Context: an optimization exercise on an open-source flow, tuned for small area. The choices shown serve that exercise and are no tape-out recipe.
The RTL was checked by simulation tests, not by an equivalence proof against the original design.
Power is estimated from default activity; no workload was simulated.

==> module rtcClkDivider, before the edit <==
module rtcClkDivider (
	input rst,
	input [5:0] r,
	input [5:0] q,
	output [5:0] r_next,
	output [5:0] q_next,
	output tick_500Hz,  
	output tick_5s      
);
wire wrap_n = ~(~r[4] & r[3] & r[2] & r[1] & ~r[0]);      
wire r_clr = rst | ~wrap_n;
wire q_clr = rst | (~wrap_n & q[5] & q[2] & q[1] & q[0]);   
wire [5:0] qx;        
wire [6:0] qc;        
wire fbn;
g_xnor2 ufb (.a(r[4]), .b(r[5]), .y(fbn));
g_nor2 ur0 (.a(r_clr), .b(fbn), .y(r_next[0]));
genvar i;
generate for (i = 1; i < 6; i = i + 1) begin : gr
	g_nor2 ur (.a(r_clr), .b(r[i-1]), .y(r_next[i]));
end endgenerate
assign qc[0] = wrap_n;
generate for (i = 0; i < 6; i = i + 1) begin : gq
	if (i % 2 == 0) begin : even
		g_xor2 ux (.a(q[i]), .b(qc[i]), .y(qx[i]));
		if (i < 5) g_nor2b uc (.a(qc[i]), .b_n(q[i]), .y(qc[i+1]));
	end else begin : odd
		g_xnor2 ux (.a(q[i]), .b(qc[i]), .y(qx[i]));
		if (i < 5) g_nand2 uc (.a(qc[i]), .b(q[i]), .y(qc[i+1]));
	end
	g_nor2 ur (.a(q_clr), .b(qx[i]), .y(q_next[i]));
end endgenerate
assign tick_500Hz = !rst && !wrap_n && q[4] && !q[3] && !q[2] && q[1] && q[0];  
assign tick_5s = !rst && r[4] && r[3] && r[2] && r[1] && r[0];  
endmodule
==> module add3, before the edit <==
module add3 (input [3:0] d, output [3:0] q);
	wire h1, m, f;
	g_a21oi u1 (.a1(d[2]), .a2(d[1]), .b1(d[3]), .y(h1));
	g_nand2 u2 (.a(d[2]), .b(d[0]), .y(m));
	g_nand2 u3 (.a(h1), .b(m), .y(q[3]));
	g_nor2 u4 (.a(d[0]), .b(h1), .y(f));
	g_xor2 u5 (.a(d[1]), .b(f), .y(q[1]));
	g_xor2 u6 (.a(d[0]), .b(q[3]), .y(q[0]));
	g_a32o u8 (.a1(d[2]), .a2(h1), .a3(m), .b1(d[3]), .b2(d[0]), .y(q[2]));
endmodule
==> module add3n, before the edit <==
module add3n (input [3:0] d, output [3:0] qn);
	wire h1, m, f;
	g_a21oi u1 (.a1(d[2]), .a2(d[1]), .b1(d[3]), .y(h1));
	g_nand2 u2 (.a(d[2]), .b(d[0]), .y(m));
	g_and2 u3 (.a(h1), .b(m), .y(qn[3]));
	g_nor2 u4 (.a(d[0]), .b(h1), .y(f));
	g_xnor2 u5 (.a(d[1]), .b(f), .y(qn[1]));
	g_xor2 u6 (.a(d[0]), .b(qn[3]), .y(qn[0]));
	g_a32oi u8 (.a1(d[2]), .a2(h1), .a3(m), .b1(d[3]), .b2(d[0]), .y(qn[2]));
endmodule
==> module g_a32o, before the edit <==
module g_a32o (input a1, input a2, input a3, input b1, input b2, output y); assign y = (a1 & a2 & a3) | (b1 & b2); endmodule
==> module g_a32oi, before the edit <==
module g_a32oi (input a1, input a2, input a3, input b1, input b2, output y); assign y = ~((a1 & a2 & a3) | (b1 & b2)); endmodule
clock: 25.0 ns
lec_check: 0
abc_area: 0
abc_clock_period_in_ps: 25000
cap_margin: 20
core_margin: 2
core_utilization: 40
slew_margin: 20
synth_hierarchical: 1
standard.sh (not shown) runs the stock make flow with config.mk's settings and CLKGATE_MAP_FILE= SYNTH_SCRIPT=/design/flow/synth_recipe.tcl, a recipe that flattens the netlist after the stock synthesis.
==> flow/flow/run.sh <==
#!/bin/bash
# Standard synthesis, then every combinational cell swapped to its smallest
# size (downsize.tcl), then the standard layout with 1x port buffers.
set -euo pipefail
HERE=$PWD
bash standard.sh synth > synth.log 2>&1
ODB=$HERE/orfs/results/sky130hd/top/base/1_synth.odb openroad -no_init -exit flow/downsize.tcl > downsize.log 2>&1
bash standard.sh BUFFER_PORTS_ARGS="-buffer_cell sky130_fd_sc_hd__buf_1" CTS_ARGS="-sink_clustering_enable -repair_clock_nets -buf_list sky130_fd_sc_hd__clkbuf_8 -root_buf sky130_fd_sc_hd__clkbuf_8 -dont_use_dummy_load" finish > finish.log 2>&1
==> flow/flow/downsize.tcl <==
# Swap every combinational cell of the synthesized netlist to the smallest cell
# of the same function (same name but the drive-strength suffix); later repair
# steps upsize or buffer where slew, capacitance or timing need it.
read_db $::env(ODB)
set db [ord::get_db]
set block [ord::get_db_block]
foreach lib [$db getLibs] {
  foreach m [$lib getMasters] {
    set n [$m getName]
    if {[regexp {^(sky130_fd_sc_hd__[a-z0-9]+)_([0-9]+)$} $n -> base drv]} {
      set area [expr {[$m getWidth] * [$m getHeight]}]
      lappend cands($base) [list $m $area $drv]
    }
  }
}
set skip {^sky130_fd_sc_hd__(df|dl|sdf|edf|sedf|conb|tap|fill|decap|clk|probe|buf|dlygate|dlymetal)}
set n 0
foreach inst [$block getInsts] {
  set m [$inst getMaster]
  set name [$m getName]
  if {[regexp $skip $name]} continue
  if {![regexp {^(sky130_fd_sc_hd__[a-z0-9]+)_([0-9]+)$} $name -> base drv]} continue
  set best ""; set barea 0; set bdrv 0
  foreach c $cands($base) {
    lassign $c cm ca cd
    if {$best eq "" || $ca < $barea || ($ca == $barea && $cd > $bdrv)} {
      set best $cm; set barea $ca; set bdrv $cd
    }
  }
  if {$best ne "" && [$best getName] ne $name} {
    puts "swap [$inst getName] $name -> [$best getName]"
    $inst swapMaster $best
    incr n
  }
}
puts "swapped $n cells"
write_db $::env(ODB)
Change:
--- a/flow/design.v
+++ b/flow/design.v
@@ -8,15 +8,21 @@
 	output tick_5s      
 );
-wire wrap_n = ~(~r[4] & r[3] & r[2] & r[1] & ~r[0]);      
+wire wrap_n = ~(r[5] & r[4] & r[0]);                  
 wire r_clr = rst | ~wrap_n;
 wire q_clr = rst | (~wrap_n & q[5] & q[2] & q[1] & q[0]);   
-wire [5:0] qx;        
-wire [6:0] qc;        
-wire fbn;
-g_xnor2 ufb (.a(r[4]), .b(r[5]), .y(fbn));
-g_nor2 ur0 (.a(r_clr), .b(fbn), .y(r_next[0]));
+wire [5:0] rx, qx;    
+wire [6:0] rc, qc;    
+g_nor2 ur0 (.a(r_clr), .b(r[0]), .y(r_next[0]));
+assign rc[1] = r[0];
 genvar i;
 generate for (i = 1; i < 6; i = i + 1) begin : gr
-	g_nor2 ur (.a(r_clr), .b(r[i-1]), .y(r_next[i]));
+	if (i % 2 == 1) begin : odd
+		g_xnor2 ux (.a(r[i]), .b(rc[i]), .y(rx[i]));
+		if (i < 5) g_nand2 uc (.a(rc[i]), .b(r[i]), .y(rc[i+1]));
+	end else begin : even
+		g_xor2 ux (.a(r[i]), .b(rc[i]), .y(rx[i]));
+		if (i < 5) g_nor2b uc (.a(rc[i]), .b_n(r[i]), .y(rc[i+1]));
+	end
+	g_nor2 ur (.a(r_clr), .b(rx[i]), .y(r_next[i]));
 end endgenerate
 assign qc[0] = wrap_n;
@@ -32,5 +38,5 @@
 end endgenerate
 assign tick_500Hz = !rst && !wrap_n && q[4] && !q[3] && !q[2] && q[1] && q[0];  
-assign tick_5s = !rst && r[4] && r[3] && r[2] && r[1] && r[0];  
+assign tick_5s = !rst && r[4] && r[3] && !r[2] && !r[1] && !r[0];  
 endmodule
 module timekeeper (
@@ -344,5 +350,5 @@
 endmodule
 module add3 (input [3:0] d, output [3:0] q);
-	wire h1, m, f;
+	wire h1, m, f, n01;
 	g_a21oi u1 (.a1(d[2]), .a2(d[1]), .b1(d[3]), .y(h1));
 	g_nand2 u2 (.a(d[2]), .b(d[0]), .y(m));
@@ -351,5 +357,6 @@
 	g_xor2 u5 (.a(d[1]), .b(f), .y(q[1]));
 	g_xor2 u6 (.a(d[0]), .b(q[3]), .y(q[0]));
-	g_a32o u8 (.a1(d[2]), .a2(h1), .a3(m), .b1(d[3]), .b2(d[0]), .y(q[2]));
+	g_nor2 u7 (.a(d[1]), .b(d[0]), .y(n01));
+	g_a22o u8 (.a1(d[2]), .a2(n01), .b1(d[3]), .b2(d[0]), .y(q[2]));
 endmodule
 module add3s (input [2:0] d, output [3:0] q);
@@ -364,5 +371,5 @@
 endmodule
 module add3n (input [3:0] d, output [3:0] qn);
-	wire h1, m, f;
+	wire h1, m, f, n01;
 	g_a21oi u1 (.a1(d[2]), .a2(d[1]), .b1(d[3]), .y(h1));
 	g_nand2 u2 (.a(d[2]), .b(d[0]), .y(m));
@@ -371,5 +378,6 @@
 	g_xnor2 u5 (.a(d[1]), .b(f), .y(qn[1]));
 	g_xor2 u6 (.a(d[0]), .b(qn[3]), .y(qn[0]));
-	g_a32oi u8 (.a1(d[2]), .a2(h1), .a3(m), .b1(d[3]), .b2(d[0]), .y(qn[2]));
+	g_nor2 u7 (.a(d[1]), .b(d[0]), .y(n01));
+	g_a22oi u8 (.a1(d[2]), .a2(n01), .b1(d[3]), .b2(d[0]), .y(qn[2]));
 endmodule
 module add3sn (input [2:0] d, output [3:0] qn);
@@ -519,4 +527,2 @@
 module g_nor3b (input a, input b, input c_n, output y); assign y = ~(a | b | ~c_n); endmodule
 module g_or3b (input a, input b, input c_n, output y); assign y = a | b | ~c_n; endmodule
-module g_a32o (input a1, input a2, input a3, input b1, input b2, output y); assign y = (a1 & a2 & a3) | (b1 & b2); endmodule
-module g_a32oi (input a1, input a2, input a3, input b1, input b2, output y); assign y = ~((a1 & a2 & a3) | (b1 & b2)); endmodule
Result:
- The changed run produced a clean layout
- final cell count climbs by 4.4%
- power drops by 30%
- non-clock buffer count drops by 1
- utilization drops by 0.42 points
- design area climbs by 2.0%
- die area climbs by 1.9%
- fmax climbs by 1.3%
- sequential share of layout area drops by 0.27 points
- area after synthesis climbs by 1.9%
- via count is about the same

[port drivers added, routing unchanged]
The flow's constraints put no driver on any port. The routed layouts listed below were extracted and timed again, unchanged, in two steps. Step 1 sets driving cells, clkbuf_16 on the clock port and buf_2 on the other inputs (assumed; they add their load-dependent delay and slew). Step 2 moves the port delays by t, midway between the first and last clock arrival at a register: inputs arrive t later, outputs are due t later. That takes back most of the time a late clock gives input paths. Three values: ideal, step 1, step 2; two values: the first two.
run | shift t [ns] | slack for setup (ns) | worst setup path at the end
the first run | 0.310 | 9.154 / 9.160 / 8.850 | input to register
the second run | 0.323 | 9.356 / 9.367 / 9.044 | input to register
After both steps every run listed still meets setup and hold. For the second run, which loses most, drivers alone change the setup slack by +0.011 ns; drivers and shift together by -0.312 ns.
